This design comes from an exercise in tuning for small area, a short achievable clock period and few clock cycles per item on the open sky130 flow, not from production work.
Function was checked by simulation only, so behaviour that the tests miss may differ from the original.
Power and IR drop assume default switching activity.

run 1:
// top
module top(
    input start, op, reset, clock,
    input [31:0] data_a, data_b,
    output busy, ready,
    output [31:0] data_o
);
Settings: LEC_CHECK=0, CAP_MARGIN=20, CORE_MARGIN=2, CORE_UTILIZATION=55, GPL_TIMING_DRIVEN=1, SETUP_SLACK_MARGIN=0.8, SLEW_MARGIN=20; clock period 8.0 ns.
standard.sh (not shown) runs the stock make flow with config.mk's settings and CLKGATE_MAP_FILE= SYNTH_SCRIPT=/design/flow/synth_recipe.tcl, a recipe that flattens the netlist after the stock synthesis.
==> flow/flow/run.sh <==
#!/bin/bash
# Layout flow: the standard flow (standard.sh), with two changes.
# 1. Synthesis is ORFS's own synthesis script, run with a copy of the ORFS
#    scripts folder whose ABC mapping script (abc_speed.script, from this
#    folder) maps for a delay target, and without the full-adder cell
#    mapping (ADDER_MAP_FILE empty). Registers are mapped as before.
# 2. The port buffers are sky130_fd_sc_hd__buf_1 instead of the default
#    delay-cell buffer. Every port still gets its own buffer.
set -euo pipefail
here=$(pwd)
rm -rf "$here/scripts_abc"
cp -r "$FLOW_HOME/scripts" "$here/scripts_abc"
cp "$here/flow/abc_speed.script" "$here/scripts_abc/abc_speed.script"
export BUFFER_PORTS_ARGS="-buffer_cell sky130_fd_sc_hd__buf_1"
bash standard.sh SCRIPTS_DIR="$here/scripts_abc" ADDER_MAP_FILE= synth > synth_make.log 2>&1
bash standard.sh > standard_make.log 2>&1
==> flow/flow/abc_speed.script <==
strash
dch -f
map -D 4500
buffer -c
topo
upsize -c -D 4500
dnsize -c -D 4500
Run 1 ran to completion and came out clean on the timing, design-rule and antenna checks.
Testbench counts of run 1, summed over its fixed seeds: cycles 6,476, items 3,200.
Setup changes, run 1 to run 2
# run 1
export LEC_CHECK = 0
export CAP_MARGIN = 20
export CORE_MARGIN = 2
export CORE_UTILIZATION = 55
export GPL_TIMING_DRIVEN = 1
export SETUP_SLACK_MARGIN = 0.8
export SLEW_MARGIN = 20
create_clock -name core_clock -period 8.0 [get_ports {clock}]
# run 2
export LEC_CHECK = 0
export CAP_MARGIN = 20
export CORE_MARGIN = 2
export CORE_UTILIZATION = 50
export GPL_TIMING_DRIVEN = 0
export SETUP_SLACK_MARGIN = 0.8
export SLEW_MARGIN = 20
create_clock -name core_clock -period 8.0 [get_ports {clock}]
Notes after the runs:
| number of core rows | run 2 vs run 1 | 2 higher |
The layout cell share with drive strength beyond 1 was comparable across run 2 and run 1.
The estimated power of run 2 ends up higher than the estimate for run 1.
Comparing run 1 with run 2, the number of detailed-route iterations in the first pass came out essentially unchanged.
Relative to run 1, the worst setup slack after placement of run 2 is lower by 0.41 ns.
Modified inputs, run 3 compared to run 2
# run 2
export LEC_CHECK = 0
export CAP_MARGIN = 20
export CORE_MARGIN = 2
export CORE_UTILIZATION = 50
export GPL_TIMING_DRIVEN = 0
export SETUP_SLACK_MARGIN = 0.8
export SLEW_MARGIN = 20
create_clock -name core_clock -period 8.0 [get_ports {clock}]
# run 3
export LEC_CHECK = 0
export CAP_MARGIN = 20
export CORE_MARGIN = 2
export CORE_UTILIZATION = 50
export GPL_TIMING_DRIVEN = 0
export SETUP_SLACK_MARGIN = 0.6
export SLEW_MARGIN = 20
create_clock -name core_clock -period 8.0 [get_ports {clock}]
diff --git a/flow/flow/run.sh b/flow/flow/run.sh
--- a/flow/flow/run.sh
+++ b/flow/flow/run.sh
@@ -5,5 +5,5 @@
 #    folder) maps for a delay target, and without the full-adder cell
 #    mapping (ADDER_MAP_FILE empty). Registers are mapped as before.
-# 2. The port buffers are sky130_fd_sc_hd__buf_1 instead of the default
+# 2. The port buffers are sky130_fd_sc_hd__buf_2 instead of the default
 #    delay-cell buffer. Every port still gets its own buffer.
 set -euo pipefail
@@ -12,5 +12,5 @@
 cp -r "$FLOW_HOME/scripts" "$here/scripts_abc"
 cp "$here/flow/abc_speed.script" "$here/scripts_abc/abc_speed.script"
-export BUFFER_PORTS_ARGS="-buffer_cell sky130_fd_sc_hd__buf_1"
+export BUFFER_PORTS_ARGS="-buffer_cell sky130_fd_sc_hd__buf_2"
 bash standard.sh SCRIPTS_DIR="$here/scripts_abc" ADDER_MAP_FILE= synth > synth_make.log 2>&1
 bash standard.sh > standard_make.log 2>&1
==> run notes <==
In summary, run 3 completed successfully, with a layout that passed the timing, design-rule and antenna checks. Relative to run 2, post-placement worst setup slack has gone up in run 3. In the tables for run 3 and run 2, worst setup slack reads higher with run 2. Wire length: run 3 vs run 2 down about 0.65%. [run 3] global-route usage fell 0.19 points relative to run 2. Fraction of met2 tracks used by global routing in run 3 is 1.5 points above run 2. Status: cell area after layout parity (run 2, run 3).
Setup changes, run 3 to run 4
# run 3
export LEC_CHECK = 0
export CAP_MARGIN = 20
export CORE_MARGIN = 2
export CORE_UTILIZATION = 50
export GPL_TIMING_DRIVEN = 0
export SETUP_SLACK_MARGIN = 0.6
export SLEW_MARGIN = 20
create_clock -name core_clock -period 8.0 [get_ports {clock}]
# run 4
export LEC_CHECK = 0
export CAP_MARGIN = 20
export CORE_MARGIN = 2
export CORE_UTILIZATION = 55
export GPL_TIMING_DRIVEN = 0
export SETUP_SLACK_MARGIN = 0.8
export SLEW_MARGIN = 20
create_clock -name core_clock -period 8.0 [get_ports {clock}]
diff --git a/flow/flow/run.sh b/flow/flow/run.sh
--- a/flow/flow/run.sh
+++ b/flow/flow/run.sh
@@ -5,5 +5,5 @@
 #    folder) maps for a delay target, and without the full-adder cell
 #    mapping (ADDER_MAP_FILE empty). Registers are mapped as before.
-# 2. The port buffers are sky130_fd_sc_hd__buf_2 instead of the default
+# 2. The port buffers are sky130_fd_sc_hd__buf_1 instead of the default
 #    delay-cell buffer. Every port still gets its own buffer.
 set -euo pipefail
@@ -12,5 +12,5 @@
 cp -r "$FLOW_HOME/scripts" "$here/scripts_abc"
 cp "$here/flow/abc_speed.script" "$here/scripts_abc/abc_speed.script"
-export BUFFER_PORTS_ARGS="-buffer_cell sky130_fd_sc_hd__buf_2"
+export BUFFER_PORTS_ARGS="-buffer_cell sky130_fd_sc_hd__buf_1"
 bash standard.sh SCRIPTS_DIR="$here/scripts_abc" ADDER_MAP_FILE= synth > synth_make.log 2>&1
 bash standard.sh > standard_make.log 2>&1
## What came out
- Run 3 → run 4: routed length per placed instance shrank by 0.70 microns; global-route wire length before repair shrank by 4.4%; routed wire length shrank by 1500 microns.
- Compared with run 3, the detailed router inserted more vias in run 4.
- Taking run 3 as the reference, in run 4 critical path depth shrank by 11%; core utilization grew by 5.5 points.
- Compared with run 3, run 4 supports a lower clock frequency.
- Sequential fraction of total cell area essentially unchanged between run 3 and run 4.
- Run 4 vs run 3 — post-layout minimum cycle time rose 0.15 ns.
- Run 4 ended with less final cell count than run 3.
- Reported for run 4 and run 3, area after synthesis turned out identical to the last digit.
--- input diff run 4..run 5 ---
# run 4
export LEC_CHECK = 0
export CAP_MARGIN = 20
export CORE_MARGIN = 2
export CORE_UTILIZATION = 55
export GPL_TIMING_DRIVEN = 0
export SETUP_SLACK_MARGIN = 0.8
export SLEW_MARGIN = 20
create_clock -name core_clock -period 8.0 [get_ports {clock}]
# run 5
export LEC_CHECK = 0
export CAP_MARGIN = 20
export CORE_MARGIN = 2
export CORE_UTILIZATION = 50
export GPL_TIMING_DRIVEN = 1
export SETUP_SLACK_MARGIN = 0.8
export SLEW_MARGIN = 20
create_clock -name core_clock -period 8.0 [get_ports {clock}]
Notes after the runs:
Run 5 vs. run 4: share of final layout cell area taken by non-clock buffers went down by 0.37 points. Taking run 4 as the reference, in run 5 total number of vias dropped 187, non-clock buffer count has decreased, netlist area before placement ~0 delta, final wirelength went up by 3.8%, buffer levels on the longest clock path saw little to no change. Run 5 -> run 4: sequential share of the synthesized area delta 0, exact match. Lower final net count goes to run 5 over run 4.


top again, from the RTL that the note above started with.
==> flow/config.mk <==
export PLATFORM = sky130hd
export DESIGN_NAME = top
export DESIGN_NICKNAME = top
export VERILOG_FILES = /design/flow/design.v
export SDC_FILE = /design/flow/constraint.sdc
export NUM_CORES = 4
export LEC_CHECK = 0
export CAP_MARGIN = 20
export CORE_MARGIN = 2
export CORE_UTILIZATION = 50
export CTS_CLUSTER_DIAMETER = 150
export CTS_CLUSTER_SIZE = 50
export GPL_TIMING_DRIVEN = 0
export SETUP_SLACK_MARGIN = 0.8
export SLEW_MARGIN = 20
==> flow/constraint.sdc <==
create_clock -name core_clock -period 8.0 [get_ports {clock}]
set_input_delay 1.6000 -clock core_clock [delete_from_list [all_inputs] [get_ports {clock}]]
set_output_delay 1.6000 -clock core_clock [all_outputs]
set_load 0.01 [all_outputs]
==> flow/flow/run.sh <==
#!/bin/bash
# Layout flow: the standard flow (standard.sh), with two changes.
# 1. Synthesis is ORFS's own synthesis script, run with a copy of the ORFS
#    scripts folder whose ABC mapping script (abc_speed.script, from this
#    folder) maps for a delay target, and without the full-adder cell
#    mapping (ADDER_MAP_FILE empty). Registers are mapped as before.
# 2. The port buffers are sky130_fd_sc_hd__buf_1 instead of the default
#    delay-cell buffer. Every port still gets its own buffer.
set -euo pipefail
here=$(pwd)
rm -rf "$here/scripts_abc"
cp -r "$FLOW_HOME/scripts" "$here/scripts_abc"
cp "$here/flow/abc_speed.script" "$here/scripts_abc/abc_speed.script"
export BUFFER_PORTS_ARGS="-buffer_cell sky130_fd_sc_hd__buf_1"
bash standard.sh SCRIPTS_DIR="$here/scripts_abc" ADDER_MAP_FILE= synth > synth_make.log 2>&1
bash standard.sh > standard_make.log 2>&1
Scripts as last shown in full above: flow/flow/abc_speed.script
Testbench counts at the start, summed over its fixed seeds: cycles 6,476, items 3,200.
Change:
--- a/flow/flow/run.sh
+++ b/flow/flow/run.sh
@@ -5,5 +5,5 @@
 #    folder) maps for a delay target, and without the full-adder cell
 #    mapping (ADDER_MAP_FILE empty). Registers are mapped as before.
-# 2. The port buffers are sky130_fd_sc_hd__buf_1 instead of the default
+# 2. The port buffers are sky130_fd_sc_hd__buf_2 instead of the default
 #    delay-cell buffer. Every port still gets its own buffer.
 set -euo pipefail
@@ -12,5 +12,5 @@
 cp -r "$FLOW_HOME/scripts" "$here/scripts_abc"
 cp "$here/flow/abc_speed.script" "$here/scripts_abc/abc_speed.script"
-export BUFFER_PORTS_ARGS="-buffer_cell sky130_fd_sc_hd__buf_1"
+export BUFFER_PORTS_ARGS="-buffer_cell sky130_fd_sc_hd__buf_2"
 bash standard.sh SCRIPTS_DIR="$here/scripts_abc" ADDER_MAP_FILE= synth > synth_make.log 2>&1
 bash standard.sh > standard_make.log 2>&1
==> flow/flow/abc_speed.script (replaced) <==
strash
dch -f
map -D 4000
buffer -c
topo
upsize -c -D 4000
dnsize -c -D 4000
--- a/flow/config.mk
+++ b/flow/config.mk
@@ -9,6 +9,4 @@
 export CORE_MARGIN = 2
 export CORE_UTILIZATION = 50
-export CTS_CLUSTER_DIAMETER = 150
-export CTS_CLUSTER_SIZE = 50
 export GPL_TIMING_DRIVEN = 0
 export SETUP_SLACK_MARGIN = 0.8
Total power decreases by 12%.
Critical path depth increases by 2.
Count of clock-buffer cells in the layout increases by 1.
Combinational power decreases by 16%.
Change:
==> flow/flow/abc_speed.script (replaced) <==
strash
dch -f
map -D 4500
buffer -c
topo
upsize -c -D 4500
dnsize -c -D 4500
--- a/flow/config.mk
+++ b/flow/config.mk
@@ -10,4 +10,4 @@
 export CORE_UTILIZATION = 50
 export GPL_TIMING_DRIVEN = 0
-export SETUP_SLACK_MARGIN = 0.8
+export SETUP_SLACK_MARGIN = 1.0
 export SLEW_MARGIN = 20
Result:
- The changed run ran to the end with no violations
- final area rises slightly
- synthesized cell count went down slightly
- non-clock buffer count fell by 1
- routed wire length drops by a few percent
- total power increases by about a fifth
- utilization grows by 1.8 points
- worst setup slack is better by 0.22 ns
Change:
--- a/flow/flow/run.sh
+++ b/flow/flow/run.sh
@@ -5,5 +5,5 @@
 #    folder) maps for a delay target, and without the full-adder cell
 #    mapping (ADDER_MAP_FILE empty). Registers are mapped as before.
-# 2. The port buffers are sky130_fd_sc_hd__buf_2 instead of the default
+# 2. The port buffers are sky130_fd_sc_hd__buf_1 instead of the default
 #    delay-cell buffer. Every port still gets its own buffer.
 set -euo pipefail
@@ -12,5 +12,5 @@
 cp -r "$FLOW_HOME/scripts" "$here/scripts_abc"
 cp "$here/flow/abc_speed.script" "$here/scripts_abc/abc_speed.script"
-export BUFFER_PORTS_ARGS="-buffer_cell sky130_fd_sc_hd__buf_2"
+export BUFFER_PORTS_ARGS="-buffer_cell sky130_fd_sc_hd__buf_1"
 bash standard.sh SCRIPTS_DIR="$here/scripts_abc" ADDER_MAP_FILE= synth > synth_make.log 2>&1
 bash standard.sh > standard_make.log 2>&1
--- a/flow/config.mk
+++ b/flow/config.mk
@@ -9,5 +9,5 @@
 export CORE_MARGIN = 2
 export CORE_UTILIZATION = 50
-export GPL_TIMING_DRIVEN = 0
-export SETUP_SLACK_MARGIN = 1.0
+export GPL_TIMING_DRIVEN = 1
+export SETUP_SLACK_MARGIN = 0.7
 export SLEW_MARGIN = 20
Outcome: Worst setup slack degrades by 0.17 ns; cell count came out lower by 2.0%; via count went down by about 1.7%; power went down by about 7%; flip-flop and latch count does not change; final area came out lower by 5.2%.


Starting RTL as in the previous note.
==> flow/config.mk <==
export PLATFORM = sky130hd
export DESIGN_NAME = top
export DESIGN_NICKNAME = top
export VERILOG_FILES = /design/flow/design.v
export SDC_FILE = /design/flow/constraint.sdc
export NUM_CORES = 4
export LEC_CHECK = 0
export CAP_MARGIN = 20
export CORE_MARGIN = 2
export CORE_UTILIZATION = 50
export GPL_TIMING_DRIVEN = 0
export PLACE_DENSITY = 0.75
export SETUP_SLACK_MARGIN = 0.8
export SLEW_MARGIN = 20
==> flow/constraint.sdc <==
create_clock -name core_clock -period 8.0 [get_ports {clock}]
set_input_delay 1.6000 -clock core_clock [delete_from_list [all_inputs] [get_ports {clock}]]
set_output_delay 1.6000 -clock core_clock [all_outputs]
set_load 0.01 [all_outputs]
==> flow/flow/run.sh <==
#!/bin/bash
# Layout flow: the standard flow (standard.sh), with two changes.
# 1. Synthesis is ORFS's own synthesis script, run with a copy of the ORFS
#    scripts folder whose ABC mapping script (abc_speed.script, from this
#    folder) maps for a delay target, and without the full-adder cell
#    mapping (ADDER_MAP_FILE empty). Registers are mapped as before.
# 2. The port buffers are sky130_fd_sc_hd__buf_1 instead of the default
#    delay-cell buffer. Every port still gets its own buffer.
set -euo pipefail
here=$(pwd)
rm -rf "$here/scripts_abc"
cp -r "$FLOW_HOME/scripts" "$here/scripts_abc"
cp "$here/flow/abc_speed.script" "$here/scripts_abc/abc_speed.script"
export BUFFER_PORTS_ARGS="-buffer_cell sky130_fd_sc_hd__buf_1"
bash standard.sh SCRIPTS_DIR="$here/scripts_abc" ADDER_MAP_FILE= synth > synth_make.log 2>&1
bash standard.sh > standard_make.log 2>&1
==> flow/flow/abc_speed.script <==
strash
dch -f
map -D 4500
buffer -c
topo
upsize -c -D 4500
dnsize -c -D 4500
Testbench counts at the start, summed over its fixed seeds: cycles 6,476, items 3,200.
Then changed:
--- a/flow/flow/run.sh
+++ b/flow/flow/run.sh
@@ -7 +7 @@
-# 2. The port buffers are sky130_fd_sc_hd__buf_1 instead of the default
+# 2. The port buffers are sky130_fd_sc_hd__buf_2 instead of the default
@@ -14 +14 @@
-export BUFFER_PORTS_ARGS="-buffer_cell sky130_fd_sc_hd__buf_1"
+export BUFFER_PORTS_ARGS="-buffer_cell sky130_fd_sc_hd__buf_2"
--- a/flow/config.mk
+++ b/flow/config.mk
@@ -10 +10,2 @@
-export CORE_UTILIZATION = 50
+export CORE_UTILIZATION = 60
+export CTS_BUF_LIST = sky130_fd_sc_hd__clkbuf_8
@@ -12 +12,0 @@
-export PLACE_DENSITY = 0.75
Die area went down by 16%.
Clock-buffer cell count went down by 1.
Sequential power climbs by about 1%.
Then changed:
--- a/flow/config.mk
+++ b/flow/config.mk
@@ -10,2 +10 @@
-export CORE_UTILIZATION = 60
-export CTS_BUF_LIST = sky130_fd_sc_hd__clkbuf_8
+export CORE_UTILIZATION = 50
Global-route usage came out lower by 4.4 points.
Wire length came out higher by 4.7%.
Worst setup slack improved by 150 ps.
Cell area came out higher by 3.2%.
Synthesized area stays the same.
Worst hold slack got worse by 18 ps.
Die area came out higher by 19%.
First-iteration DRC count came out lower by 14%.
Sequential share of layout area came out lower by 0.33 points.
Then changed:
==> flow/flow/abc_speed.script (replaced) <==
strash
dch -f
map -D 5000
buffer -c
topo
upsize -c -D 5000
dnsize -c -D 5000
Total power drops by 0.88%.
Wire length climbs by 0.96%.
First-iteration DRC count climbs by 23%.

==> what the ideal ports hide <==
No port has a modelled driver above. Below, the same layouts with a new extraction and two added sets of constraints. Step 1, drivers: a clkbuf_16 drives clock and a buf_2 each remaining input, both assumed. Step 2 times the ports against the registers' clock, not the clock port: input delays grow and output delays shrink by t, the midpoint of the rising clock arrivals with the driver on. Three values: ideal ports, drivers, drivers and shift; two values: the first two.
run | t (ns) | setup slack, ns | worst setup path at the end | latest minus earliest clock arrival (ns) | pins driven straight from the clock port
run 1 | 0.321 | 1.299 / 1.310 / 0.989 | input to register | 0.007 / 0.007 | 1
run 2 | 0.327 | 1.200 / 1.211 / 0.884 | input to register | 0.008 / 0.008 | 1
run 3 | 0.321 | 1.107 / 1.127 / 0.807 | input to register | 0.007 / 0.007 | 1
run 4 | 0.327 | 0.958 / 0.970 / 0.643 | input to register | 0.006 / 0.006 | 1
run 5 | 0.321 | 1.180 / 1.183 / 0.863 | input to register | 0.007 / 0.007 | 1
the first run of note 2 | 0.327 | 1.200 / 1.211 / 0.884 | input to register | 0.008 / 0.008 | 1
the second run of note 2 | 0.327 | 1.056 / 1.072 / 0.745 | input to register | 0.006 / 0.006 | 1
the third run of note 2 | 0.320 | 1.281 / 1.299 / 0.979 | input to register | 0.008 / 0.008 | 1
the fourth run of note 2 | 0.321 | 1.109 / 1.122 / 0.801 | input to register | 0.008 / 0.007 | 1
the first run of note 3 | 0.318 | 1.098 / 1.112 / 0.794 | input to register | 0.005 / 0.005 | 1
the second run of note 3 | 0.332 | 1.084 / 1.090 / 0.759 | input to register | 0.005 / 0.005 | 1
the third run of note 3 | 0.321 | 1.236 / 1.254 / 0.934 | input to register | 0.007 / 0.007 | 1
the fourth run of note 3 | 0.323 | 1.018 / 1.032 / 0.709 | input to register | 0.008 / 0.008 | 1
After both steps setup and hold are still met in every run listed. For the second run of note 3, which loses most, drivers alone change the setup slack by +0.006 ns; drivers and shift together by -0.325 ns.
